Source: an optimization exercise on an open RTL-to-GDS flow (aim: small area, a short achievable clock period and few clock cycles). Production flows keep margins and buffers that such runs may drop. In this exercise RTL edits were held to simulation tests only and were not proved equivalent to the original. Power and IR drop assume default switching activity.

===== design/flow/design.v =====
module Register #(N = 16)
(
    input   logic           Clk, Reset,
    input   logic           Load,
    input   logic   [N-1:0] In,
    output  logic   [N-1:0] Out
);
    logic   [N-1:0] Next;
    always_ff @(posedge Clk) begin
        Out <= Next;
    end
    always_comb begin
        Next = Out;
        if (Reset)
            Next = {N{1'b0}};
        else if (Load)
            Next = In;
    end
endmodule
module RShiftRegister #(N = 16)
(
    input   logic           Clk, Reset,
    input   logic           Load,
    input   logic           ShiftEnable,
    input   logic           ShiftIn,
    input   logic   [N-1:0] In,
    output  logic           ShiftOut,
    output  logic   [N-1:0] Out
);
    logic   [N-1:0] Next;
    always_ff @(posedge Clk) begin
        Out <= Next;
    end
    always_comb begin
        Next = Out;
        if (Reset)
            Next = {N{1'b0}};
        else if (Load)
            Next = In;
        else if (ShiftEnable)
            Next = { ShiftIn, Out[N-1:1] };
    end
    assign ShiftOut = Out[0];
endmodule
module Mux_2to1 #(N = 16)
(
    input   logic           Select,
    input   logic   [N-1:0] In0, In1,
    output  logic   [N-1:0] Out
);
    always_comb begin
        case (Select)
            1'b0:   Out = In0;
            1'b1:   Out = In1;
        endcase
    end
endmodule
module Mux_4to1 #(N = 16)
(
    input   logic   [1:0]   Select,
    input   logic   [N-1:0] In0, In1, In2, In3,
    output  logic   [N-1:0] Out
);
    always_comb begin
        case (Select)
            2'b00:  Out = In0;
            2'b01:  Out = In1;
            2'b10:  Out = In2;
            2'b11:  Out = In3;
        endcase
    end
endmodule
module Mux_8to1 #(N = 16)
(
    input   logic   [2:0]   Select,
    input   logic   [N-1:0] In0, In1, In2, In3, In4, In5, In6, In7,
    output  logic   [N-1:0] Out
);
    always_comb begin
        case (Select)
            3'b000: Out = In0;
            3'b001: Out = In1;
            3'b010: Out = In2;
            3'b011: Out = In3;
            3'b100: Out = In4;
            3'b101: Out = In5;
            3'b110: Out = In6;
            3'b111: Out = In7;
        endcase
    end
endmodule
module DeMux_1to8 #(N = 16)
(
    input   logic   [2:0]   Select,
    input   logic   [N-1:0] In,
    output  logic   [N-1:0] Out0, Out1, Out2, Out3, Out4, Out5, Out6, Out7
);
    always_comb begin
        Out0 = {N{1'b0}};
        Out1 = {N{1'b0}};
        Out2 = {N{1'b0}};
        Out3 = {N{1'b0}};
        Out4 = {N{1'b0}};
        Out5 = {N{1'b0}};
        Out6 = {N{1'b0}};
        Out7 = {N{1'b0}};
        case (Select)
            3'b000: Out0 = In;
            3'b001: Out1 = In;
            3'b010: Out2 = In;
            3'b011: Out3 = In;
            3'b100: Out4 = In;
            3'b101: Out5 = In;
            3'b110: Out6 = In;
            3'b111: Out7 = In;
        endcase
    end
endmodule
module MuxOneHot_5to1 #(N = 16)
(
    input   logic   [4:0]   Select,
    input   logic   [N-1:0] In0, In1, In2, In3, In4,
    output  logic   [N-1:0] Out
);
    always_comb begin
        unique case (Select)
            5'b00001:   Out = In0;
            5'b00010:   Out = In1;
            5'b00100:   Out = In2;
            5'b01000:   Out = In3;
            5'b10000:   Out = In4;
            default:    Out = {N{1'b0}};
        endcase
    end
endmodule
module ALU
(
    input   logic   [1:0]   Fn,
    input   logic   [15:0]  A, B,
    output  logic   [15:0]  Out
);
    always_comb begin
        case (Fn)
            2'b00:  Out = A + B;     
            2'b01:  Out = A & B;     
            2'b10:  Out = ~A;        
            2'b11:  Out = A;         
        endcase
    end
endmodule
module RegisterFile
(
    input   logic           Clk, Reset,
    input   logic           LD_REG,              
    input   logic   [2:0]   DR, SR1, SR2,        
    input   logic   [15:0]  In,                  
    output  logic   [15:0]  SR1_Out, SR2_Out     
);
    logic           R0_Ld,  R1_Ld,  R2_Ld,  R3_Ld,  R4_Ld,  R5_Ld,  R6_Ld,  R7_Ld;
    logic   [15:0]  R0_In,  R1_In,  R2_In,  R3_In,  R4_In,  R5_In,  R6_In,  R7_In;
    logic   [15:0]  R0_Out, R1_Out, R2_Out, R3_Out, R4_Out, R5_Out, R6_Out, R7_Out;
    Register        _R0(.Clk(Clk), .Reset(Reset), .In(R0_In), .Out(R0_Out), .Load(R0_Ld));
    Register        _R1(.Clk(Clk), .Reset(Reset), .In(R1_In), .Out(R1_Out), .Load(R1_Ld));
    Register        _R2(.Clk(Clk), .Reset(Reset), .In(R2_In), .Out(R2_Out), .Load(R2_Ld));
    Register        _R3(.Clk(Clk), .Reset(Reset), .In(R3_In), .Out(R3_Out), .Load(R3_Ld));
    Register        _R4(.Clk(Clk), .Reset(Reset), .In(R4_In), .Out(R4_Out), .Load(R4_Ld));
    Register        _R5(.Clk(Clk), .Reset(Reset), .In(R5_In), .Out(R5_Out), .Load(R5_Ld));
    Register        _R6(.Clk(Clk), .Reset(Reset), .In(R6_In), .Out(R6_Out), .Load(R6_Ld));
    Register        _R7(.Clk(Clk), .Reset(Reset), .In(R7_In), .Out(R7_Out), .Load(R7_Ld));
    DeMux_1to8      _DRSelect
    (
        .In(In),
        .Out0(R0_In),
        .Out1(R1_In),
        .Out2(R2_In),
        .Out3(R3_In),
        .Out4(R4_In),
        .Out5(R5_In),
        .Out6(R6_In),
        .Out7(R7_In),
        .Select(DR)
    );
    DeMux_1to8 #(1) _LDSelect
    (
        .In(LD_REG),
        .Out0(R0_Ld),
        .Out1(R1_Ld),
        .Out2(R2_Ld),
        .Out3(R3_Ld),
        .Out4(R4_Ld),
        .Out5(R5_Ld),
        .Out6(R6_Ld),
        .Out7(R7_Ld),
        .Select(DR)
    );
    Mux_8to1        _SR1_OutMux
    (
        .In0(R0_Out),
        .In1(R1_Out),
        .In2(R2_Out),
        .In3(R3_Out),
        .In4(R4_Out),
        .In5(R5_Out),
        .In6(R6_Out),
        .In7(R7_Out),
        .Out(SR1_Out),
        .Select(SR1)
    );
    Mux_8to1        _SR2_OutMux
    (
        .In0(R0_Out),
        .In1(R1_Out),
        .In2(R2_Out),
        .In3(R3_Out),
        .In4(R4_Out),
        .In5(R5_Out),
        .In6(R6_Out),
        .In7(R7_Out),
        .Out(SR2_Out),
        .Select(SR2)
    );
endmodule
module Multiplier
(
    input   logic           Clk, Reset,
    input   logic           Run,
    input   logic   [7:0]   A, B,
    output  logic           Ready,
    output  logic   [15:0]  Out
);
    logic   [8:0]   Sum;             
    logic   [8:0]   MUL;             
    logic   [7:0]   A_Out, B_Out;    
    logic   [8:0]   A_Out_SEXT;      
    logic   [7:0]   AMUX_Out;        
    logic           A0;              
    logic           X;               
    logic           M;               
    logic           LD_A;            
    logic           LD_B;            
    logic           LD_MUL;          
    logic           LD_X;            
    logic           CLR_A;           
    logic           SH;              
    logic           AMUX;            
    logic           ADDMUX;          
    assign LD_X = M & LD_A;          
    assign AMUX = M;                 
    assign Out = { A_Out, B_Out };   
    RShiftRegister #(8) _A
    (
        .Clk(Clk),
        .Reset(Reset | CLR_A),   
        .In(AMUX_Out),
        .Out(A_Out),
        .Load(LD_A),             
        .ShiftIn(X),
        .ShiftOut(A0),
        .ShiftEnable(SH)
    );
    RShiftRegister #(8) _B
    (
        .Clk(Clk),
        .Reset(Reset),
        .In(B),
        .Out(B_Out),
        .Load(LD_B),             
        .ShiftIn(A0),
        .ShiftOut(M),
        .ShiftEnable(SH)
    );
    Register #(9)       _MUL
    (
        .Clk(Clk),
        .Reset(Reset),
        .In({ {1{A[7]}}, A }),    
        .Out(MUL),
        .Load(LD_MUL)
    );
    Register #(1)       _X
    (
        .Clk(Clk),
        .Reset(Reset | CLR_A),   
        .In(Sum[8]),
        .Out(X),
        .Load(LD_X)
    );
    Mux_2to1 #(8)       _AMUX
    (
        .In0(A_Out),
        .In1(Sum[7:0]),
        .Out(AMUX_Out),
        .Select(AMUX)
    );
    assign A_Out_SEXT = { {1{A_Out[7]}}, A_Out };    
    Mux_2to1 #(9)       _ADDMUX
    (
        .In0(A_Out_SEXT + MUL),  
        .In1(A_Out_SEXT - MUL),  
        .Out(Sum),
        .Select(ADDMUX)
    );
    logic   [3:0]   Counter, Counter_Next;
    logic           Done;
    enum logic [1:0]
    {
        Wait,
        Load,
        Multiply,
        Halt
    } State, Next_State;
    always_ff @(posedge Clk) begin
        if (Reset) begin
            Counter <= 4'h0;
            State <= Wait;
        end
        else begin
            Counter <= Counter_Next;
            State <= Next_State;
        end
    end
    always_comb begin
        Next_State = State;
        case (State)
            Wait:       Next_State = (Run) ? Load : Wait;
            Load:       Next_State = Multiply;
            Multiply:   Next_State = (Done) ? Halt : Multiply;
            Halt:       Next_State = Wait;
        endcase
    end
    always_comb begin
        CLR_A = 1'b0;
        LD_A = 1'b0;
        LD_B = 1'b0;
        LD_MUL = 1'b0;
        ADDMUX = 1'b0;
        SH = 1'b0;
        Ready = 1'b0;
        Done = 1'b0;
        Counter_Next = Counter;
        case (State)
            Wait: begin
            end
            Load: begin
                CLR_A = 1'b1;
                LD_B = 1'b1;
                LD_MUL = 1'b1;
                Counter_Next = 4'h0;
            end
            Multiply: begin
                if (Counter == 4'hE) begin
                    ADDMUX = 1'b1;
                end
                if (Counter == 4'hF) begin
                    Done = 1'b1;
                    SH = 1'b1;
                end
                else begin
                    Counter_Next = Counter + 4'h1;
                    if (Counter % 2 == 0)
                        LD_A = 1'b1;
                    else
                        SH = 1'b1;
                end
            end
            Halt: begin
                Ready = 1'b1;
            end
        endcase
    end
endmodule
module Datapath
(
    input   logic           Clk, Reset,
    input   logic   [15:0]  In,                                                   
    input   logic           LD_MAR, LD_MDR, LD_IR, LD_BEN, LD_REG, LD_CC, LD_PC,  
    input   logic           GatePC, GateMDR, GateMUL, GateALU, GateMARMUX,        
    input   logic           ADDR1MUX,                                             
    input   logic   [1:0]   ADDR2MUX, PCMUX, DRMUX, SR1MUX,                       
    input   logic           SR2MUX, MARMUX,                                       
    input   logic   [1:0]   ALUK,                                                 
    input   logic           MIO_EN,                                               
    input   logic           MUL_EN,                                               
    output  logic   [15:0]  Out,                                                  
    output  logic   [15:0]  Address,                                              
    output  logic           MUL_R,                                                
    output  logic           BEN,                                                  
    output  logic           IR_5,                                                 
	output  logic           IR_11,												  
    output  logic   [3:0]   IR_15_12,                                             
    output  logic   [15:0]  PC, IR,  
    input   logic   [15:0]  PC_In    
);
    logic   [15:0]  Bus;                                 
    logic   [3:0]   Gate;                                
    logic   [15:0]  MAR, MDR ;                    
    logic   [2:0]   SR1MUX_Out, DRMUX_Out;               
    logic   [15:0]  SR2MUX_Out;                          
    logic   [15:0]  MARMUX_Out, MDRMUX_Out, PCMUX_Out;   
    logic   [15:0]  ADDR1MUX_Out, ADDR2MUX_Out;          
    logic   [15:0]  ALU;                                 
    logic   [15:0]  MUL;                                 
    logic   [15:0]  SR1, SR2;                            
    logic           BEN_In;                              
    logic           N, Z, P;                             
    logic           N_In, Z_In, P_In;                    
    assign IR_5     = IR[5];
	assign IR_11	= IR[11];
    assign IR_15_12 = IR[15:12];
    assign Out      = MDR;                               
    assign Address  = MAR;                               
    assign N_In = Bus[15];
    assign Z_In = (Bus == 16'h0000) ? 1'b1 : 1'b0;
    assign P_In = ~N_In & ~Z_In;
    assign BEN_In = (IR[11] & N) | (IR[10] & Z) | (IR[9] & P);
    Register        _MAR
    (
        .Clk(Clk),
        .Reset(Reset),
        .In(Bus),
        .Out(MAR),
        .Load(LD_MAR)
    );
    Register        _MDR
    (
        .Clk(Clk),
        .Reset(Reset),
        .In(MDRMUX_Out),
        .Out(MDR),
        .Load(LD_MDR)
    );
    Register        _IR
    (
        .Clk(Clk),
        .Reset(Reset),
        .In(Bus),
        .Out(IR),
        .Load(LD_IR)
    );
    Register        _PC
    (
        .Clk(Clk),
        .Reset(Reset),
        .In(PCMUX_Out),
        .Out(PC),
        .Load(LD_PC)
    );
    Register #(1)   _BEN
    (
        .Clk(Clk),
        .Reset(Reset),
        .In(BEN_In),
        .Out(BEN),
        .Load(LD_BEN)
    );
    Register #(1)   _N
    (
        .Clk(Clk),
        .Reset(Reset),
        .In(N_In),
        .Out(N),
        .Load(LD_CC)
    );
    Register #(1)   _Z
    (
        .Clk(Clk),
        .Reset(Reset),
        .In(Z_In),
        .Out(Z),
        .Load(LD_CC)
    );
    Register #(1)   _P
    (
        .Clk(Clk),
        .Reset(Reset),
        .In(P_In),
        .Out(P),
        .Load(LD_CC)
    );
    RegisterFile    _GenPurposeRegs
    (
        .Clk(Clk),
        .Reset(Reset),
        .In(Bus),
        .LD_REG(LD_REG),
        .DR(DRMUX_Out),
        .SR1(SR1MUX_Out),
        .SR2(IR[2:0]),
        .SR1_Out(SR1),
        .SR2_Out(SR2)
    );
    ALU             _ALU
    (
        .A(SR1),
        .B(SR2MUX_Out),
        .Fn(ALUK),
        .Out(ALU)
    );
    Multiplier      _MUL
    (
        .Clk(Clk),
        .Reset(Reset),
        .A(SR1[7:0]),
        .B(SR2MUX_Out[7:0]),
        .Out(MUL),
        .Run(MUL_EN),
        .Ready(MUL_R)
    );
    Mux_4to1 #(3)   _DRMUX
    (
        .In0(IR[11:9]),
        .In1(3'b111),
        .In2(3'b110),
        .In3(3'b000),    
        .Out(DRMUX_Out),
        .Select(DRMUX)
    );
    Mux_4to1 #(3)   _SR1MUX
    (
        .In0(IR[11:9]),
        .In1(IR[8:6]),
        .In2(3'b110),
        .In3(3'b000),    
        .Out(SR1MUX_Out),
        .Select(SR1MUX)
    );
    Mux_2to1        _SR2MUX
    (
        .In0(SR2),
        .In1({ {11{IR[4]}}, IR[4:0] }),  
        .Out(SR2MUX_Out),
        .Select(SR2MUX)
    );
    Mux_4to1        _PCMUX
    (
        .In0(PC + 16'd1),
        .In1(Bus),
        .In2(ADDR1MUX_Out + ADDR2MUX_Out),
        .In3(PC_In),      
        .Out(PCMUX_Out),
        .Select(PCMUX)
    );
    Mux_2to1        _ADDR1MUX
    (
        .In0(PC),
        .In1(SR1),
        .Out(ADDR1MUX_Out),
        .Select(ADDR1MUX)
    );
    Mux_4to1        _ADDR2MUX
    (
        .In0(16'h0000),
        .In1({ {10{IR[ 5]}}, IR[ 5:0] }),    
        .In2({ { 7{IR[ 8]}}, IR[ 8:0] }),    
        .In3({ { 5{IR[10]}}, IR[10:0] }),    
        .Out(ADDR2MUX_Out),
        .Select(ADDR2MUX)
    );
    Mux_2to1        _MARMUX
    (
        .In0({ {8{1'b0}}, IR[7:0] }),        
        .In1(ADDR1MUX_Out + ADDR2MUX_Out),
        .Out(MARMUX_Out),
        .Select(MARMUX)
    );
    Mux_2to1        _MDRMUX
    (
        .In0(Bus),
        .In1(In),
        .Out(MDRMUX_Out),
        .Select(MIO_EN)
    );
    MuxOneHot_5to1  _GateMux
    (
        .In0(MARMUX_Out),
        .In1(ALU),
        .In2(MUL),
        .In3(MDR),
        .In4(PC),
        .Out(Bus),
        .Select({ GatePC, GateMDR, GateMUL, GateALU, GateMARMUX })
    );
endmodule
module ControlUnit
(
    input   logic           Clk, Reset,
    input   logic           Run, Continue, Step,
    input   logic           DoHalt,
    input   logic           MUL_R,
    input   logic           BEN,
    input   logic           IR_5,
    input   logic           IR_11,
    input   logic   [3:0]   IR_15_12,
    output  logic           LD_MAR, LD_MDR, LD_IR, LD_BEN, LD_REG, LD_CC, LD_PC,
    output  logic           GatePC, GateMDR, GateMUL, GateALU, GateMARMUX,
    output  logic           ADDR1MUX,
    output  logic   [1:0]   ADDR2MUX, PCMUX, DRMUX, SR1MUX,
    output  logic           SR2MUX, MARMUX,
    output  logic   [1:0]   ALUK,
    output  logic           MIO_EN, R_W,
    output  logic           MUL_EN,
    output  logic           Halted, Paused, InvalidOp,   
    output  logic   [3:0]   Opcode   
);
    assign Opcode = IR_15_12;
    assign SR2MUX = IR_5;
    enum logic [7:0]
    {
        State_00        = 8'd0,
        State_01        = 8'd1,
        State_02        = 8'd2,
        State_03        = 8'd3,
        State_04        = 8'd4,
        State_05        = 8'd5,
        State_06        = 8'd6,
        State_07        = 8'd7,
        State_09        = 8'd9,
        State_10        = 8'd10,
        State_11        = 8'd11,
        State_12        = 8'd12,
        State_13        = 8'd013,
        State_13_nR     = 8'd113,
        State_13_R      = 8'd213,
        State_14        = 8'd14,
        State_15        = 8'd15,
        State_16_nR1    = 8'd016,    
        State_16_nR2    = 8'd116,
        State_16_R      = 8'd216,    
        State_18        = 8'd18,
        State_20        = 8'd20,
        State_21        = 8'd21,
        State_22        = 8'd22,
        State_23        = 8'd23,
        State_24_nR1    = 8'd024,
        State_24_nR2    = 8'd124,
        State_24_R      = 8'd224,
        State_25_nR1    = 8'd025,
        State_25_nR2    = 8'd125,
        State_25_R      = 8'd225,
        State_26        = 8'd26,
        State_27        = 8'd27,
        State_28_nR1    = 8'd028,
        State_28_nR2    = 8'd128,
        State_28_R      = 8'd228,
        State_29_nR1    = 8'd029,
        State_29_nR2    = 8'd129,
        State_29_R      = 8'd229,
        State_30        = 8'd30,
        State_31        = 8'd31,
        State_32        = 8'd32,
        State_33_nR1    = 8'd033,
        State_33_nR2    = 8'd133,
        State_33_R      = 8'd233,
        State_35        = 8'd35,
        INVALID         = 8'd253,
        START           = 8'd254,
        HALT            = 8'd255
    } State, Next_State;
    always_ff @(posedge Clk) begin
        if (Reset || DoHalt)
            State <= HALT;
        else
            State <= Next_State;
    end
    always_comb begin
        Next_State = State;      
        case (State)
            State_18:       Next_State = State_33_nR1;
            State_33_nR1:   Next_State = State_33_nR2;
            State_33_nR2:   Next_State = State_33_R;
            State_33_R:     Next_State = State_35;
            State_35: begin
                if (Step && ~Continue)
                    Next_State = State_35;
                else
                    Next_State = State_32;
            end
            State_32: begin
                if (Step && Continue)
                    Next_State = State_32;
                else begin
                    case (Opcode)
                        4'b0000:    Next_State = State_00;       
                        4'b0001:    Next_State = State_01;       
                        4'b0010:    Next_State = State_02;       
                        4'b0011:    Next_State = State_03;       
                        4'b0100:    Next_State = State_04;       
                        4'b0101:    Next_State = State_05;       
                        4'b0110:    Next_State = State_06;       
                        4'b0111:    Next_State = State_07;       
                        4'b1001:    Next_State = State_09;       
                        4'b1010:    Next_State = State_10;       
                        4'b1011:    Next_State = State_11;       
                        4'b1100:    Next_State = State_12;       
                        4'b1101:    Next_State = State_13;       
                        4'b1110:    Next_State = State_14;       
                        4'b1111:    Next_State = State_15;       
                        default:    Next_State = INVALID;        
                    endcase
                end
            end
            State_00:       Next_State = (BEN) ? State_22 : State_18;    
            State_22:       Next_State = State_18;
            State_01:       Next_State = State_18;
            State_02:       Next_State = State_25_nR1;
            State_03:       Next_State = State_23;
            State_04:       Next_State = (IR_11) ? State_21 : State_20;  
            State_20:       Next_State = State_18;
            State_21:       Next_State = State_18;
            State_05:       Next_State = State_18;
            State_06:       Next_State = State_25_nR1;
            State_07:       Next_State = State_23;
            State_09:       Next_State = State_18;
            State_10:       Next_State = State_24_nR1;
            State_24_nR1:   Next_State = State_24_nR2;
            State_24_nR2:   Next_State = State_24_R;
            State_24_R:     Next_State = State_26;
            State_26:       Next_State = State_25_nR1;
            State_11:       Next_State = State_29_nR1;
            State_29_nR1:   Next_State = State_29_nR2;
            State_29_nR2:   Next_State = State_29_R;
            State_29_R:     Next_State = State_31;
            State_31:       Next_State = State_23;
            State_12:       Next_State = State_18;
            State_13:       Next_State = State_13_nR;
            State_13_nR:    Next_State = (MUL_R) ? State_13_R : State_13_nR;
            State_13_R:     Next_State = State_18;
            State_14:       Next_State = State_18;
            State_15:       Next_State = State_28_nR1;
            State_28_nR1:   Next_State = State_28_nR2;
            State_28_nR2:   Next_State = State_28_R;
            State_28_R:     Next_State = State_30;
            State_30:       Next_State = State_18;
            State_23:       Next_State = State_16_nR1;
            State_16_nR1:   Next_State = State_16_nR2;
            State_16_nR2:   Next_State = State_16_R;
            State_16_R:     Next_State = State_18;
            State_25_nR1:   Next_State = State_25_nR2;
            State_25_nR2:   Next_State = State_25_R;
            State_25_R:     Next_State = State_27;
            State_27:       Next_State = State_18;
            INVALID: begin
                if (Continue)
                    Next_State = HALT;
                else
                    Next_State = INVALID;
            end
            START: begin
                if (~Run)
                    Next_State = State_18;
                else
                    Next_State = START;
            end
            HALT: begin
                if (Run)
                    Next_State = START;
                else
                    Next_State = HALT;
            end
        endcase
    end
    always_comb begin
        LD_MAR      = 1'b0;
        LD_MDR      = 1'b0;
        LD_IR       = 1'b0;
        LD_BEN      = 1'b0;
        LD_REG      = 1'b0;
        LD_CC       = 1'b0;
        LD_PC       = 1'b0;
        GatePC      = 1'b0;
        GateMDR     = 1'b0;
        GateMUL     = 1'b0;
        GateALU     = 1'b0;
        GateMARMUX  = 1'b0;
        ADDR1MUX    = 1'b0;
        ADDR2MUX    = 2'b00;
        PCMUX       = 2'b00;
        DRMUX       = 2'b00;
        SR1MUX      = 2'b00;
        MARMUX      = 1'b0;
        ALUK        = 2'b00;
        MIO_EN      = 1'b0;
        R_W         = 1'b0;
        MUL_EN      = 1'b0;
        Halted      = 1'b0;
        Paused      = 1'b0;
        InvalidOp   = 1'b0;
        case (State)
            State_18: begin 
                GatePC = 1'b1;       
                LD_MAR = 1'b1;       
                PCMUX = 2'b00;       
                LD_PC = 1'b1;        
            end
            State_33_nR1:
                MIO_EN = 1'b1;       
            State_33_nR2:
                MIO_EN = 1'b1;       
            State_33_R: begin 
                MIO_EN = 1'b1;       
                LD_MDR = 1'b1;       
            end
            State_35: begin 
                GateMDR = 1'b1;      
                LD_IR = 1'b1;        
                Paused = 1'b1;
            end
            State_32:
                LD_BEN = 1'b1;       
            State_00: begin
            end
            State_22: begin
                ADDR1MUX = 1'b0;
                ADDR2MUX = 2'b10;
                PCMUX = 2'b10;
                LD_PC = 1'b1;
            end
            State_01: begin
                DRMUX = 2'b00;
                SR1MUX = 2'b01;
                ALUK = 2'b00;
                GateALU = 1'b1;
                LD_REG = 1'b1;
                LD_CC = 1'b1;
            end
            State_02: begin
                ADDR1MUX = 1'b0;
                ADDR2MUX = 2'b10;
                MARMUX = 1'b1;
                GateMARMUX = 1'b1;
                LD_MAR = 1'b1;
            end
            State_03: begin
                ADDR1MUX = 1'b0;
                ADDR2MUX = 2'b10;
                MARMUX = 1'b1;
                GateMARMUX = 1'b1;
                LD_MAR = 1'b1;
            end
            State_04: begin
                DRMUX = 2'b01;
                GatePC = 1'b1;
                LD_REG = 1'b1;
            end
            State_20: begin
                SR1MUX = 2'b01;
                ADDR1MUX = 1'b1;
                ADDR2MUX = 2'b00;
                PCMUX = 2'b10;
                LD_PC = 1'b1;
            end
            State_21: begin
                PCMUX = 2'b10;
                ADDR1MUX = 1'b0;
                ADDR2MUX = 2'b11;
                LD_PC = 1'b1;
            end
            State_05: begin
                DRMUX = 2'b00;
                SR1MUX = 2'b01;
                ALUK = 2'b01;
                GateALU = 1'b1;
                LD_REG = 1'b1;
                LD_CC = 1'b1;
            end
            State_06: begin
                SR1MUX = 2'b01;
                ADDR1MUX = 1'b1;
                ADDR2MUX = 2'b01;
                MARMUX = 1'b1;
                GateMARMUX = 1'b1;
                LD_MAR = 1'b1;
            end
            State_07: begin
                SR1MUX = 2'b01;
                ADDR1MUX = 1'b1;
                ADDR2MUX = 2'b01;
                MARMUX = 1'b1;
                GateMARMUX = 1'b1;
                LD_MAR = 1'b1;
            end
            State_09: begin
                DRMUX = 2'b00;
                SR1MUX = 2'b01;
                ALUK = 2'b10;
                GateALU = 1'b1;
                LD_REG = 1'b1;
                LD_CC = 1'b1;
            end
            State_10: begin
                ADDR1MUX = 1'b0;
                ADDR2MUX = 2'b10;
                MARMUX = 1'b1;
                GateMARMUX = 1'b1;
                LD_MAR = 1'b1;
            end
            State_24_nR1: begin
                MIO_EN = 1'b1;
            end
            State_24_nR2: begin
                MIO_EN = 1'b1;
            end
            State_24_R: begin
                MIO_EN = 1'b1;
                LD_MDR = 1'b1;
            end
            State_26: begin
                GateMDR = 1'b1;
                LD_MAR = 1'b1;
            end
            State_11: begin
                ADDR1MUX = 1'b0;
                ADDR2MUX = 2'b10;
                MARMUX = 1'b1;
                GateMARMUX = 1'b1;
                LD_MAR = 1'b1;
            end
            State_29_nR1: begin
                MIO_EN = 1'b1;
            end
            State_29_nR2: begin
                MIO_EN = 1'b1;
            end
            State_29_R: begin
                MIO_EN = 1'b1;
                LD_MDR = 1'b1;
            end
            State_31: begin
                LD_MAR = 1'b1;
                GateMDR = 1'b1;
            end
            State_12: begin
                SR1MUX = 2'b01;
                ADDR1MUX = 1'b1;
                ADDR2MUX = 2'b00;
                PCMUX = 2'b10;
                LD_PC = 1'b1;
            end
            State_13: begin
                SR1MUX = 2'b01;
                MUL_EN = 1'b1;
            end
            State_13_nR: begin
                SR1MUX = 2'b01;
            end
            State_13_R: begin
                DRMUX = 2'b00;
                GateMUL = 1'b1;
                LD_REG = 1'b1;
                LD_CC = 1'b1;
            end
            State_14: begin
                DRMUX = 2'b00;
                ADDR1MUX = 1'b0;
                ADDR2MUX = 2'b10;
                MARMUX = 1'b1;
                GateMARMUX = 1'b1;
                LD_REG = 1'b1;
                LD_CC = 1'b1;
            end
            State_15: begin
                MARMUX = 1'b0;
                GateMARMUX = 1'b1;
                LD_MAR = 1'b1;
            end
            State_28_nR1: begin
                MIO_EN = 1'b1;
                DRMUX = 2'b01;
                GatePC = 1'b1;
                LD_REG = 1'b1;
            end
            State_28_nR2: begin
                MIO_EN = 1'b1;
                DRMUX = 2'b01;
                GatePC = 1'b1;
                LD_REG = 1'b1;
            end
            State_28_R: begin
                MIO_EN = 1'b1;
                DRMUX = 2'b01;
                GatePC = 1'b1;
                LD_REG = 1'b1;
                LD_MDR = 1'b1;
            end
            State_30: begin
                GateMDR = 1'b1;
                PCMUX = 2'b01;
                LD_PC = 1'b1;
            end
            State_23: begin
                SR1MUX = 2'b00;
                ALUK = 2'b11;
                GateALU = 1'b1;
                LD_MDR = 1'b1;
            end
            State_16_nR1: begin
                MIO_EN = 1'b1;
                R_W = 1'b1;
            end
            State_16_nR2: begin
                MIO_EN = 1'b1;
                R_W = 1'b1;
            end
            State_16_R: begin
                MIO_EN = 1'b0;
                R_W = 1'b0;
            end
            State_25_nR1: begin
                MIO_EN = 1'b1;
            end
            State_25_nR2: begin
                MIO_EN = 1'b1;
            end
            State_25_R: begin
                MIO_EN = 1'b1;
                LD_MDR = 1'b1;
            end
            State_27: begin
                GateMDR = 1'b1;
                LD_REG = 1'b1;
                LD_CC = 1'b1;
            end
            INVALID:
                InvalidOp = 1'b1;
            HALT: begin
                Halted = 1'b1;
                PCMUX = 2'b11;   
                LD_PC = 1'b1;
                LD_CC = 1'b1;
            end
        endcase
    end
endmodule
module MemoryControlUnit
(
    input   logic           Clk, Reset,
    input   logic           MIO_EN,
    input   logic           R_W,
    input   logic   [15:0]  Address,
    input   logic   [15:0]  Data_FromSRAM,
    input   logic   [15:0]  Data_FromCPU,
    input   logic   [15:0]  Data_FromKeyboard,
    input   logic           Keypress,
    input   logic           DisplayReady,
    output  logic           DisplayWE,
    output  logic           Mem_CE, Mem_OE, Mem_WE,
    output  logic           Mem_LB, Mem_UB,
    output  logic           DoHalt,
    output  logic   [15:0]  Data_ToSRAM,
    output  logic   [15:0]  Data_ToCPU,
    output  logic   [15:0]  Data_ToVideo
);
    logic           LD_KBSR;
    logic           LD_DDR;
    logic           LD_DSR;
    logic           CLR_KBSR;
    logic           CLR_DSR;
    logic   [15:0]  KBDR, KBSR;
    logic   [15:0]  DDR, DSR;
    logic           DisplayWE_Out;
    assign LD_KBSR = Keypress && Data_FromKeyboard != 16'h0000;
    assign LD_DSR = DisplayReady;
    logic   [1:0]   INMUX;
    assign Data_ToSRAM = Data_FromCPU;
    assign Data_ToVideo = DDR;
    assign Mem_CE = 1'b1;
    assign Mem_LB = 1'b1;
    assign Mem_UB = 1'b1;
    always_ff @(posedge Clk) begin
        if (Reset)
            DisplayWE <= 1'b0;
        else
            DisplayWE <= DisplayWE_Out;
    end
    always_comb begin
        CLR_KBSR        = 1'b0;
        CLR_DSR         = 1'b0;
        LD_DDR          = 1'b0;
        INMUX           = 2'b00;
        Mem_OE          = 1'b0;
        Mem_WE          = 1'b0;
        DisplayWE_Out   = 1'b0;
        DoHalt          = 1'b0;
        unique case (Address)
            16'hFE00: begin
                if (MIO_EN) begin
                    INMUX = 2'b01;
                end
            end
            16'hFE02: begin
                if (MIO_EN && !R_W) begin
                    INMUX = 2'b10;
                    CLR_KBSR = 1'b1;
                end
            end
            16'hFE04: begin
                if (MIO_EN && !R_W) begin
                    INMUX = 2'b11;
                end
            end
            16'hFE06: begin
                if (MIO_EN && R_W) begin
                    LD_DDR = 1'b1;
                    CLR_DSR = 1'b1;
                    DisplayWE_Out = 1'b1;
                end
            end
            16'hFFFF: begin
                if (MIO_EN && R_W)
                    DoHalt = 1'b1;
            end
            default : begin
                if (MIO_EN) begin
                    if (R_W)
                        Mem_WE = 1'b1;
                    else begin
                        Mem_OE = 1'b1;
                        INMUX = 2'b00;
                    end
                end
            end
        endcase
    end
    Register        _KBDR
    (
        .Clk(Clk),
        .Reset(Reset),
        .In(Data_FromKeyboard),
        .Out(KBDR),
        .Load(~KBSR[15])
    );
    Register        _KBSR
    (
        .Clk(Clk),
        .Reset(Reset | CLR_KBSR),
        .In(16'h8000),
        .Out(KBSR),
        .Load(LD_KBSR)
    );
    Register        _DDR
    (
        .Clk(Clk),
        .Reset(Reset),
        .In(Data_FromCPU),
        .Out(DDR),
        .Load(LD_DDR)
    );
    Register        _DSR
    (
        .Clk(Clk),
        .Reset(Reset | CLR_DSR),
        .In(16'h8000),
        .Out(DSR),
        .Load(LD_DSR)
    );
    Mux_4to1        _INMUX
    (
        .In0(Data_FromSRAM),
        .In1(KBSR),
        .In2(KBDR),
        .In3(DSR),
        .Out(Data_ToCPU),
        .Select(INMUX)
    );
endmodule
module Synchronizer #(N = 1)
(
    input   logic           Clk,
    input   logic   [N-1:0] In,
    output  logic   [N-1:0] Out
);
    always_ff @(posedge Clk) begin
        Out <= In;
    end
endmodule
module elc3_core
(
    input   logic           clk,
    input   logic           reset,
    input   logic           run,
    input   logic           cont,
    input   logic           step,
    input   logic   [15:0]  start_pc,
    output  logic           halted,
    output  logic           paused,
    output  logic           invalid_op,
    output  logic   [15:0]  pc,
    output  logic   [15:0]  ir,
    output  logic   [15:0]  mem_addr,
    output  logic           mem_oe,
    output  logic           mem_we,
    output  logic   [15:0]  mem_wdata,
    input   logic   [15:0]  mem_rdata,
    input   logic   [7:0]   key_data,
    input   logic           key_valid,
    input   logic           disp_ready,
    output  logic           disp_we,
    output  logic   [7:0]   disp_data
);
    logic s_halt, s_f, s_e, s_p, s_ml, s_ms, s_mi, s_mt, s_inv;
    logic n_halt, n_f, n_e, n_p, n_ml, n_ms, n_mi, n_mt, n_inv;
    logic [15:0] PC, A, IR, WD;
    logic [7:0][15:0] R;
    logic N, Z, P;
    logic [2:0] pdr;         
    logic       pst;         
    logic       oe, we, dwe, haltf;
    logic [1:0] rsel;        
    logic io_hi, io_kbsr, io_kbdr, io_dsr, io_ddr, io_halt, io_any;
    assign io_hi   = A[15:9] == 7'h7F;
    assign io_kbsr = io_hi & A[8:0] == 9'h000;
    assign io_kbdr = io_hi & A[8:0] == 9'h002;
    assign io_dsr  = io_hi & A[8:0] == 9'h004;
    assign io_ddr  = io_hi & A[8:0] == 9'h006;
    assign io_halt = io_hi & A[8:0] == 9'h1FF;
    assign io_any  = io_hi & ((A[8:3] == 6'd0 & ~A[0]) | A[8:0] == 9'h1FF);
    assign oe    = ~s_ms & ~io_any;
    assign we    = s_ms & ~io_any;
    assign dwe   = s_ms & io_ddr;
    assign haltf = io_halt;
    assign rsel  = io_kbdr ? 2'd2 : io_dsr ? 2'd3 : (io_kbsr | io_ddr | io_halt) ? 2'd1 : 2'd0;
    logic       kbsr, dsr;
    assign halted     = s_halt;
    assign paused     = s_p;
    assign invalid_op = s_inv;
    assign pc         = PC;
    assign ir         = IR;
    assign mem_addr   = A;
    assign mem_oe     = oe;
    assign mem_we     = we;
    assign mem_wdata  = WD;
    assign disp_we    = dwe;
    assign disp_data  = WD[7:0];
    logic [15:0] mem_in;
    always_comb begin
        case (rsel)
            2'd0: mem_in = mem_rdata;
            2'd1: mem_in = {kbsr, 15'd0};
            2'd2: mem_in = {8'd0, key_data};
            default: mem_in = {dsr, 15'd0};
        endcase
    end
    logic [3:0] op;
    assign op = IR[15:12];
    logic o_br, o_add, o_ld, o_st, o_jsr, o_and, o_ldr, o_str, o_rti, o_not,
          o_ldi, o_sti, o_jmp, o_mul, o_lea, o_trap;
    assign o_br   = op == 4'd0;
    assign o_add  = op == 4'd1;
    assign o_ld   = op == 4'd2;
    assign o_st   = op == 4'd3;
    assign o_jsr  = op == 4'd4;
    assign o_and  = op == 4'd5;
    assign o_ldr  = op == 4'd6;
    assign o_str  = op == 4'd7;
    assign o_rti  = op == 4'd8;
    assign o_not  = op == 4'd9;
    assign o_ldi  = op == 4'd10;
    assign o_sti  = op == 4'd11;
    assign o_jmp  = op == 4'd12;
    assign o_mul  = op == 4'd13;
    assign o_lea  = op == 4'd14;
    assign o_trap = op == 4'd15;
    logic [2:0]  sr2a;
    logic [15:0] sr1, sr2, op2;
    assign sr2a = (op[1] & op[0]) ? IR[11:9] : IR[2:0];
    assign sr1  = R[IR[8:6]];
    assign sr2  = R[sr2a];
    assign op2  = IR[5] ? {{11{IR[4]}}, IR[4:0]} : sr2;
    logic        base_sr1;
    logic [15:0] base, offs, sum;
    assign base_sr1 = o_add | o_ldr | o_str | o_jmp | (o_jsr & ~IR[11]);
    always_comb begin
        if (o_add)               offs = op2;
        else if (o_ldr | o_str)  offs = {{10{IR[5]}}, IR[5:0]};
        else if (o_jsr)          offs = IR[11] ? {{5{IR[10]}}, IR[10:0]} : 16'd0;
        else if (o_jmp)          offs = 16'd0;
        else                     offs = {{7{IR[8]}}, IR[8:0]};
    end
    assign base = base_sr1 ? sr1 : PC;
    add16 u_add (.a(base), .b(offs), .s(sum));
    logic [1:0]  mcnt;
    logic        mlast;
    logic [2:0]  mdig;
    logic        b_one, b_two, b_neg;
    logic [9:0]  mh, mpp, mhn;
    logic [15:0] prod;
    assign mlast = mcnt == 2'd3;
    always_comb begin
        case (mcnt)
            2'd0: mdig = {op2[1:0], 1'b0};
            2'd1: mdig = op2[3:1];
            2'd2: mdig = op2[5:3];
            default: mdig = op2[7:5];
        endcase
    end
    assign b_one = mdig[1] ^ mdig[0];
    assign b_two = (mdig[2] & ~mdig[1] & ~mdig[0]) | (~mdig[2] & mdig[1] & mdig[0]);
    assign b_neg = mdig[2] & ~(mdig[1] & mdig[0]);
    assign mh    = (mcnt == 2'd0) ? 10'd0 : WD[15:6];
    assign mpp   = ((b_one ? {{2{sr1[7]}}, sr1[7:0]} : 10'd0) |
                    (b_two ? {sr1[7], sr1[7:0], 1'b0} : 10'd0)) ^ {10{b_neg}};
    add10 u_madd (.a(mh), .b(mpp), .cin(b_neg), .s(mhn));
    assign prod  = {mhn, WD[5:0]};
    logic [15:0] eres;
    always_comb begin
        if (o_and)                  eres = sr1 & op2;
        else if (o_not)             eres = ~sr1;
        else if (o_mul)             eres = prod;
        else if (o_jsr | o_trap)    eres = PC;
        else                        eres = sum;      
    end
    logic ben;
    assign ben = (IR[11] & N) | (IR[10] & Z) | (IR[9] & P);
    logic e_mem, e_redirect, e_wr, e_cc;
    assign e_mem      = o_ld | o_st | o_ldr | o_str | o_ldi | o_sti;
    assign e_redirect = (o_br & ben) | o_jmp | (o_jsr & (IR[11] | IR[8:6] != 3'd7));
    assign e_wr       = o_add | o_and | o_not | o_mul | o_lea | o_jsr | o_trap;
    assign e_cc       = o_add | o_and | o_not | o_mul | o_lea;
    logic        wr_en, cc_en;
    logic [2:0]  wr_a;
    logic [15:0] wr_d;
    assign wr_en = (s_e & e_wr & (~o_mul | mlast)) | s_ml;
    assign cc_en = (s_e & e_cc & (~o_mul | mlast)) | s_ml;
    assign wr_a  = s_ml ? pdr : ((o_jsr | o_trap) ? 3'd7 : IR[11:9]);
    assign wr_d  = s_ml ? mem_in : eres;
    logic [15:0] PC1;
    inc16 u_inc (.a(PC), .s(PC1));
    logic [15:0] nA, nPC;
    logic        ld_ir, ld_pc;
    always_comb begin
        n_halt = 1'b0; n_f = 1'b0; n_e = 1'b0; n_p = 1'b0; n_ml = 1'b0;
        n_ms = 1'b0; n_mi = 1'b0; n_mt = 1'b0; n_inv = 1'b0;
        nA = A;
        nPC = PC1;
        ld_ir = 1'b0;
        ld_pc = 1'b0;
        if (s_halt) begin
            nA = start_pc; nPC = start_pc; ld_pc = 1'b1;
            if (run) n_f = 1'b1; else n_halt = 1'b1;
        end
        if (s_f) begin
            ld_ir = 1'b1;
            if (run) n_f = 1'b1;
            else begin
                nA = PC1; ld_pc = 1'b1;
                if (step) n_p = 1'b1; else n_e = 1'b1;
            end
        end
        if (s_p) begin
            if (cont) n_e = 1'b1; else n_p = 1'b1;
        end
        if (s_e) begin
            if (o_rti) n_inv = 1'b1;
            else if (o_trap) begin
                nA = {8'd0, IR[7:0]};
                n_mt = 1'b1;
            end else if (e_mem) begin
                nA = sum;
                ld_ir = 1'b1;
                if (o_ldi | o_sti) n_mi = 1'b1;
                else if (o_ld | o_ldr) n_ml = 1'b1;
                else n_ms = 1'b1;
            end else if (e_redirect) begin
                nA = sum; nPC = sum; ld_pc = 1'b1;
                n_f = 1'b1;
            end else if (o_mul & ~mlast) begin
                n_e = 1'b1;
            end else begin
                nA = PC1; ld_pc = 1'b1; ld_ir = 1'b1;
                if (step) n_p = 1'b1; else n_e = 1'b1;
            end
        end
        if (s_ml) begin
            nA = PC1; ld_pc = 1'b1;
            if (step) n_p = 1'b1; else n_e = 1'b1;
        end
        if (s_ms) begin
            if (haltf) n_halt = 1'b1;
            else if (A == PC) begin
                nA = PC;     
                n_f = 1'b1;
            end else begin
                nA = PC1; ld_pc = 1'b1;
                if (step) n_p = 1'b1; else n_e = 1'b1;
            end
        end
        if (s_mi) begin
            nA = mem_in;
            if (pst) n_ms = 1'b1; else n_ml = 1'b1;
        end
        if (s_mt) begin
            nA = mem_in; nPC = mem_in; ld_pc = 1'b1;
            n_f = 1'b1;
        end
        if (s_inv) begin
            if (cont) n_halt = 1'b1; else n_inv = 1'b1;
        end
    end
    always_ff @(posedge clk) begin
        if (reset) begin
            s_halt <= 1'b1; s_f <= 1'b0; s_e <= 1'b0; s_p <= 1'b0; s_ml <= 1'b0;
            s_ms <= 1'b0; s_mi <= 1'b0; s_mt <= 1'b0; s_inv <= 1'b0;
        end else begin
            s_halt <= n_halt; s_f <= n_f; s_e <= n_e; s_p <= n_p; s_ml <= n_ml;
            s_ms <= n_ms; s_mi <= n_mi; s_mt <= n_mt; s_inv <= n_inv;
        end
        A <= nA;
        if (ld_pc) PC <= nPC;
        if (ld_ir) IR <= mem_in;
        if (s_e & e_mem) begin
            pdr <= IR[11:9];
            pst <= o_sti;
        end
        if (s_e & e_mem)
            WD <= sr2;
        else if (s_e & o_mul)
            WD <= {mhn[9], mhn[9], mhn[9:2], mhn[1:0], WD[5:2]};
        mcnt <= (s_e & o_mul) ? mcnt + 2'd1 : 2'd0;
    end
    always_ff @(posedge clk) begin
        if (s_halt) begin
            N <= 1'b0; Z <= 1'b1; P <= 1'b0;
        end else if (cc_en) begin
            N <= wr_d[15];
            Z <= wr_d == 16'd0;
            P <= ~wr_d[15] & (wr_d != 16'd0);
        end
    end
    logic [15:0] wr_d0;
    assign wr_d0 = reset ? 16'd0 : wr_d;
    genvar gi;
    generate
        for (gi = 0; gi < 8; gi++) begin : g_r
            always_ff @(posedge clk)
                if (reset | (wr_en & wr_a == gi)) R[gi] <= wr_d0;
        end
    endgenerate
    always_ff @(posedge clk) begin
        if (reset | (s_mi | s_ml | s_mt | s_f | s_e) & rsel == 2'd2)
            kbsr <= 1'b0;
        else if (key_valid && key_data != 8'd0)
            kbsr <= 1'b1;
        if (reset | dwe)
            dsr <= 1'b0;
        else if (disp_ready)
            dsr <= 1'b1;
    end
endmodule
module add16
(
    input   logic   [15:0]  a, b,
    output  logic   [15:0]  s
);
    logic [15:0] g0, p0, g1, p1, g2, p2, g3, p3, g4;
    assign g0 = a & b;
    assign p0 = a ^ b;
    assign g1 = g0 | (p0 & {g0[14:0], 1'b0});
    assign p1 = p0 & {p0[14:0], 1'b0};
    assign g2 = g1 | (p1 & {g1[13:0], 2'b0});
    assign p2 = p1 & {p1[13:0], 2'b0};
    assign g3 = g2 | (p2 & {g2[11:0], 4'b0});
    assign p3 = p2 & {p2[11:0], 4'b0};
    assign g4 = g3 | (p3 & {g3[7:0], 8'b0});
    assign s  = p0 ^ {g4[14:0], 1'b0};
endmodule
module add10
(
    input   logic   [9:0]   a, b,
    input   logic           cin,
    output  logic   [9:0]   s
);
    logic [10:0] g0, p0, g1, p1, g2, p2, g3, p3, g4;
    assign g0 = {a & b, cin};
    assign p0 = {a ^ b, 1'b0};
    assign g1 = g0 | (p0 & {g0[9:0], 1'b0});
    assign p1 = p0 & {p0[9:0], 1'b0};
    assign g2 = g1 | (p1 & {g1[8:0], 2'b0});
    assign p2 = p1 & {p1[8:0], 2'b0};
    assign g3 = g2 | (p2 & {g2[6:0], 4'b0});
    assign p3 = p2 & {p2[6:0], 4'b0};
    assign g4 = g3 | (p3 & {g3[2:0], 8'b0});
    assign s  = p0[10:1] ^ g4[9:0];
endmodule
module inc16
(
    input   logic   [15:0]  a,
    output  logic   [15:0]  s
);
    logic [15:0] c;
    always_comb begin
        c[0] = 1'b1;
        for (int i = 1; i < 16; i++)
            c[i] = c[i-1] & a[i-1];
    end
    assign s = a ^ c;
endmodule

===== design/flow/flow/run.sh =====
#!/bin/bash
set -euo pipefail
export SETUP_SLACK_MARGIN=5.6
export BUFFER_PORTS_ARGS="-buffer_cell sky130_fd_sc_hd__buf_2"
bash standard.sh > standard.log 2>&1

===== design/flow/standard.sh =====
#!/bin/bash
# synth_recipe.tcl (not shown) runs the flow's synth.tcl, then flattens the netlist and writes it again
# the make line also repeats each setting of config.mk as NAME=value (left out here)
make -C /OpenROAD-flow-scripts/flow DESIGN_CONFIG=/design/flow/config.mk WORK_HOME=/design/flow/orfs CLKGATE_MAP_FILE= SYNTH_SCRIPT=/design/flow/synth_recipe.tcl "${@:-finish}"

===== design/flow/config.mk =====
export PLATFORM = sky130hd
export DESIGN_NAME = elc3_core
export DESIGN_NICKNAME = elc3_core
export VERILOG_FILES = /design/flow/design.v
export SDC_FILE = /design/flow/constraint.sdc
export NUM_CORES = 4
export LEC_CHECK = 0
export ABC_AREA = 1
export CAP_MARGIN = 20
export CORE_MARGIN = 2
export CORE_UTILIZATION = 40
export PLACE_DENSITY = 0.6
export SLEW_MARGIN = 20
export TNS_END_PERCENT = 100

===== design/flow/constraint.sdc =====
create_clock -name core_clock -period 10.0 [get_ports {clk}]
set_input_delay 2.0000 -clock core_clock [delete_from_list [all_inputs] [get_ports {clk}]]
set_output_delay 2.0000 -clock core_clock [all_outputs]
set_load 0.01 [all_outputs]

==> flow_summary.yaml, run 1 <==
die:
  die_w_um: 199
  core_region_area_um2: 37500
  num_io_pins: 125
  die_area_um2: 39400
  core.rowCount: 71
  die_y_um: 199
  start_util_pct: 40.4
worst_setup_path:
  crit_top_cell: "nand2_1"
  cp_slowest_cell: "edfxtp_1"
  slowest_delay_ns: 0.47
  cp_max_fo: 6
  end_kind: "register"
  crit_required_ns: 10.44
  cp-start-kind: "register"
  worst-setup-path-type: "register to register"
  worstPathArrival_ns: 5.23
global_routing:
  grt_max_degree: 77
  grt_pass1_vias: 15100
  overflow: 0
  grt_usage_pct: 31.9
  grt_pass1_wl_um: 93800
  grt_antenna_before_repair: 2
yosys:
  yosys-top-cells-area: "edfxtp_1, nand2_1, a21oi_1, o21ai_0, nand3_1"
  synth_top_family_by_area: "simple AND/OR/NAND/NOR gates"
  avgSynthCellArea_um2: 7.49
  synth-simple-area-share_pct: 25.6
  synth_cell_types: 55
  ys_ff_latch: 212
  syn-cell-area_um2: 15100
  synth_top_area_share_pct: 35.7
  yosys.area_share.xor_xnor_pct: 2.08
  synthCells: 2023
  synth_flop_cell: "edfxtp_1"
  synth_fp_nets: 2114
  yosys_warnings: 2
  synth_compound_area_share_pct: 20.0
  synth-async-reset-ratio_pct: 0
  synthAdderAreaFrac_pct: 3.68
  synth_edf_count: 180
  synth-seq-area-share_pct: 39.9
  synth_top_cell_by_area: "edfxtp_1"
  yosys-mux-area-fraction_pct: 0
finish:
  syn_to_final_growth_pct: 26.6
  post_layout_nonfiller_instances: 2743
  nNetsFinal: 2307
  layout_commonest_cell: "nand2_1"
  final_cell_mix: "nand2_1, inv_1, edfxtp_1"
  nFillCells: 3641
  antenna_cells: 0
  final_layout_size_suffix_gt1_share_pct: 24.8
placement:
  gp_congestion: 0.965
  port_buffers: 124
  hpwl_um: 43000
  dp.cells: 2579
clock_network:
  clk-insertion-delay-late_ns: 0.58
  numClockSinks: 212
  cts_max_level: 1
  cts_tree: "built"
  cts_buffer_depth: 3
  clk_pin_slew_worst_paths_ns: 0.06
  cts_root_buf: "clkbuf_16"
  cts_inserted_buffers: 24
sta:
  setup_tns_ns: 0
  drv_slew: 0
  period_share_pct: 47.9
  hold_viol_final: 0
  setup-violations-final: 0
  fmaxAchievable_ghz: 0.209
  period_needed_ns: 4.79
  worstMarginPinSlew_ns: 1.03
  rsz0062_at_grt: "true"
  finalClockSkew_ns: 0.0254
  relSlewSlack_pct: 31.1
route:
  drc: 0
  drtIter0Drc: 2052
  drtPass1Iterations: 6
  vias: 16300
  drt-total-wl_um: 64700
  wl_per_cell_um: 23.6
  ant_nets: 0
  via_per_inst: 5.95
power:
  leakage_nw: 8.21
  ir_drop_mv: 0.131
  power_density_nw_per_um2: 176
min_path:
  hold_path.class: "register to register"
run:
  drv_cap: 0
status:
  outcome: "finished clean"
## Yosys cell counts (8+ instances only)
cell	instances
dfxtp_1	32
buf_1	9
nand4_1	15
nand3_1	166
nand2_2	15
nor2_1	124
buf_4	11
inv_1	195
a32o_1	13
xnor2_1	9
a21oi_1	181
o221ai_1	8
o211ai_1	33
buf_2	18
nand3_2	15
nor3_1	20
buf_6	8
edfxtp_1	180
o22ai_1	20
or2_2	10
ha_1	43
xor2_1	27
o21ai_0	173
nand2_1	514
a221oi_1	12
clkbuf_1	67
a31oi_1	22
## layout make-up
class | count | area [µm²] | share of cell area (%)
well taps | 511 | 639 | 3.33
repair buffers | 275 | 2090 | 10.9
clock inverters | 16 | 240 | 1.25
inverters | 206 | 807 | 4.21
flip-flops and latches | 212 | 6050 | 31.5
clock buffers | 26 | 608 | 3.17
multi-input cells | 1497 | 8740 | 45.6
## cells by family after synthesis
group | count (synthesis)
AO/OA/AOI/OAI | 514
XOR/XNOR | 36
adder cells (fa/ha/maj) | 44
buffers and inverters | 319
flip-flops | 212
AND/OR/NAND/NOR | 898
## path summary, 6_finish.rpt
check | depth (start not counted) | slack [ns] | end | from
worst max-delay path | 37 | 5.21 | P$_SDFFE_PP0P_ | IR[12]$_DFFE_PP_
worst min register to register | 2 | 0.48 | Z$_SDFFE_PP1P_ | Z$_SDFFE_PP1P_
worst min-delay path | 2 | 0.48 | Z$_SDFFE_PP1P_ | Z$_SDFFE_PP1P_
worst max register to register | 37 | 5.21 | P$_SDFFE_PP0P_ | IR[12]$_DFFE_PP_
## registers in the layout (all words and copies together) (netlist names), 2 cells and up
signal,count
IR,16
A,16
WD,16
R,128
PC,16
pdr,3
mcnt,2
## metrics by stage
| stage | instance area (µm²) | total power (W) | hold slack [ns] | util [%] | setup slack [ns] |
|---|---|---|---|---|---|
| final | 19200 | 0.00338 | 0.480 | 51.2 | 5.21 |
| after global routing | 19200 | 0.00352 | 0.506 | 51.2 | 4.99 |
| after CTS | 18500 | 0.00325 | 0.482 | 49.3 | 5.29 |
| after detailed placement | 16100 | 0.00214 | 0.464 | 43.1 | 3.64 |
| after global placement | 16100 | 0.00214 | 0.456 | 43.1 | 3.69 |
| after floorplan | 15100 | 0.00183 | 0.433 | - | 5.70 |
## power by group
| group | internal (W) | switching [W] |
|---|---|---|
| clock | 0.000572 | 0.000395 |
| combinational | 0.000451 | 0.000749 |
| sequential | 0.00112 | 0.0000923 |
## per-layer routing
metal | vias up | part of all wire, % | routed length (µm) | track usage, %
met1 | 7757 | 41 | 26300 | 44.1
met4 | 2 | 4.1 | 2640 | 12.1
met3 | 174 | 11 | 7330 | 6.65
met5 | - | 0.019 | 12 | 0
li1 | 7376 | - | - | -
met2 | 1021 | 44 | 28400 | 49.2
## repair_timing
action,in CTS,in global routing
gates resized for setup,145,115
setup buffers,82,29
setup endpoints to repair,173,125
hold buffers,0,0
pin swaps,45,67
cloned,11,0
## worst max-delay path: cells and delay by family (launching register included)
| family | cells | cell delay, ns |
|---|---|---|
| flops | 1 | 0.47 |
| xor+xnor | 1 | 0.19 |
| fa+ha+maj | 2 | 0.57 |
| compound gates | 2 | 0.22 |
| buf+inv | 7 | 0.76 |
| simple gates | 25 | 2.46 |
Testbench counts, summed over its fixed seeds: cycles 232,092.
==> run 2, diff against run 1 <==
==> design/flow/run.sh (new file) <==
#!/bin/bash
# synth_recipe.tcl (not shown) runs the flow's synth.tcl, then flattens the netlist and writes it again
# the make line also repeats each setting of config.mk as NAME=value (left out here)
make -C /OpenROAD-flow-scripts/flow DESIGN_CONFIG=/design/flow/config.mk WORK_HOME=/design/flow/orfs CLKGATE_MAP_FILE= SYNTH_SCRIPT=/design/flow/synth_recipe.tcl finish
--- a/design/flow/config.mk
+++ b/design/flow/config.mk
@@ -12,3 +12,2 @@
 export PLACE_DENSITY = 0.6
 export SLEW_MARGIN = 20
-export TNS_END_PERCENT = 100
removed: design/flow/flow/run.sh
removed: design/flow/standard.sh
==> run 2 against run 1 <==
Compared with the run above:
- first-iteration DRC count is 4.6% higher
- core utilization shrank 4.0 points
- worst hold slack lost 0.00071 ns
- flip-flop and latch count is the same
- sequential power about the same
- fmax fell by 24%
- via count decreased by 4.5%
- clock power increased by 7%
- worst setup slack lost 1.5 ns
- synthesized area stayed put
- critical path type unchanged
- largest power group unchanged
- highest routed layer is now met4
==> flow_summary.yaml, run 2 <==
finish:
  layout_commonest_cell: "nand2_1"
  largest_reg_flops: 128
  top_register: "R"
  syn_to_final_growth_pct: 16.8
  nNetsFinal: 2188
  antenna_cells: 0
  final_cell_mix: "nand2_1, inv_1, a21oi_1"
  final_layout_size_suffix_gt1_share_pct: 6.76
clock_network:
  hold_buffers: 0
  numClockSinks: 212
  cts_inserted_buffers: 25
  postCtsSetupRepairBufs: 0
  cts_resized: 0
  cts_max_level: 1
  cts_root_buf: "clkbuf_16"
  clk-insertion-delay-late_ns: 0.56
  clk_pin_slew_worst_paths_ns: 0.06
  cts_buffer_depth: 3
  cts_tree: "built"
route:
  vias: 15600
  wl_met3_um: 5850
  drc: 0
  ant_nets: 0
  drtPass1Iterations: 5
  highest-signal-layer: "met4"
  route.met2.wl_um: 27100
  wl_per_cell_um: 23.2
  wl_met1_um: 25800
  drt-total-wl_um: 60900
  drtIter0Drc: 2146
  via_per_inst: 5.94
status:
  outcome: "finished clean"
worst_setup_path:
  end_kind: "register"
  worst-setup-path-type: "register to register"
  reg2reg_from: "IR[13]$_DFFE_PP_"
  startpoint: "IR[13]$_DFFE_PP_"
  crit_top_cell: "nand2_1"
  slowest_delay_ns: 0.58
  cp_slowest_cell: "buf_4"
  worstPathArrival_ns: 6.59
  cp-start-kind: "register"
  cp_max_fo: 54
  crit_required_ns: 10.30
min_path:
  hp-start: "mcnt[0]$_SDFF_PN0_"
  hold_path.class: "register to register"
die:
  num_io_pins: 125
  core_region_area_um2: 37500
  die_y_um: 199
  core.rowCount: 71
  start_util_pct: 40.4
  die_w_um: 199
  die_area_um2: 39400
sta:
  hold_viol_final: 0
  fmaxAchievable_ghz: 0.159
  setup_tns_ns: 0
  finalClockSkew_ns: 0.0102
  period_needed_ns: 6.29
  rsz0062_at_grt: "false"
  relSlewSlack_pct: 22.3
  hold_ws_ns: 0.479
  setup-violations-final: 0
  period_share_pct: 62.9
  worstMarginPinSlew_ns: 1.16
  drv_slew: 0
yosys:
  synth_fp_nets: 2114
  yosys-top-cells-area: "edfxtp_1, nand2_1, a21oi_1, o21ai_0, nand3_1"
  synthCells: 2023
  yosys_warnings: 2
  avgSynthCellArea_um2: 7.49
  synth-seq-area-share_pct: 39.9
  ys_ff_latch: 212
  synth_top_cell_by_area: "edfxtp_1"
  synth_cell_types: 55
  synth_flop_cell: "edfxtp_1"
  synth_top_area_share_pct: 35.7
  yosysMostFrequentCell: "nand2_1"
  syn-cell-area_um2: 15100
  synth-async-reset-ratio_pct: 0
  synth_commonest_cells: "nand2_1, inv_1, a21oi_1"
  synth_edf_count: 180
placement:
  gp_congestion: 1.01
  port_buffers: 124
  hpwl_um: 43600
global_routing:
  grt_pass1_wl_um: 90200
  overflow: 0
  grt_usage_pct: 30.6
  grt_pass1_vias: 14600
  grt_antenna_before_repair: 0
  grt_max_degree: 55
run:
  drv_cap: 0
power:
  leakage_nw: 7.38
  ir_drop_mv: 0.158
  power_density_nw_per_um2: 182
-- run 2: worst max-delay path: cells and delay by family (launching register included) --
family / cells / cell delay (ns)
and+or+nand+nor: 24 / 3.57
adders and majority gates: 2 / 0.59
AOI/OAI and AO/OA: 1 / 0.22
DFF: 1 / 0.50
buffers and inverters: 7 / 1.15
-- run 2: path summary, 6_finish.rpt --
check	cells past startpoint	slack (ns)	endpoint
max	34	3.71	R[126]$_DFFE_PP_
max reg2reg	34	3.71	R[126]$_DFFE_PP_
min reg2reg	1	0.48	mcnt[0]$_SDFF_PN0_
min	1	0.48	mcnt[0]$_SDFF_PN0_
-- run 2: cell type report --
class	instances	area (µm²)
inverter	206	776
multi-input combinational	1492	7790
clock inverter	13	216
fill	3840	19800
clock buffer	33	716
timing repair buffer	160	1510
tap	511	639
sequential	212	6050
-- run 2: cells by family (layout without fill, tap and decap cells) --
group	count (synthesis)	after routing	synth area share, %
simple gates	898	898	25.6
fa+ha+maj	44	44	3.68
xor+xnor	36	36	2.08
flops	212	212	39.9
compound gates	514	514	20.0
buf+inv	319	412	8.74
-- run 2: power by group --
group	switching, W	leakage [nW]	internal, W
Combinational	0.000641	4.86	0.000332
Sequential	0.0000907	2.06	0.00112
Clock	0.000393	0.451	0.000636
-- run 2: per-stage QoR --
stage | cell area (µm²) | total power (W) | std cells | setup WS, ns | utilization, %
2_1_floorplan | 15100 | 0.00183 | 2023 | 5.70 | -
3_3_place_gp | 16800 | 0.00217 | 2581 | 3.96 | 44.7
3_5_place_dp | 16800 | 0.00218 | 2581 | 3.91 | 44.7
4_1_cts | 17700 | 0.00320 | 2627 | 3.87 | 47.2
5_1_grt | 17700 | 0.00337 | 2627 | 3.18 | 47.2
6_report | 17700 | 0.00321 | 2627 | 3.71 | 47.2
-- run 2: layer usage --
layer / vias up / track usage [%]
li1: 7126 / -
met1: 7438 / 43.9
met2: 902 / 47.7
met3: 130 / 3.78
met4: 0 / 10.3
met5: - / 0

## re-timing with driven ports
The flow's constraints put no driver on any port. The routed layouts listed below were extracted and timed again, unchanged, in two steps. Step 1 sets driving cells, clkbuf_16 on the clock port and buf_2 on the other inputs (assumed; they add their load-dependent delay and slew). Step 2, shift: input delay + t, output delay - t, t = (earliest + latest rising clock arrival at the registers) / 2. This alone moves slack from input paths to output paths. a / b / c = no drivers / after step 1 / after step 2; a / b = the first two.
run | t, ns | slack for setup (ns) | hold WS [ns] | worst setup path after step 2 | worst register clock-pin slew, ns
run 1 | 0.618 | 5.207 / 5.207 / 5.207 | 0.480 / 0.480 / 0.480 | register to register | 0.07 / 0.07
run 2 | 0.615 | 3.713 / 3.713 / 3.713 | 0.479 / 0.479 / 0.479 | register to register | 0.07 / 0.07
After both steps every run listed still meets setup and hold.
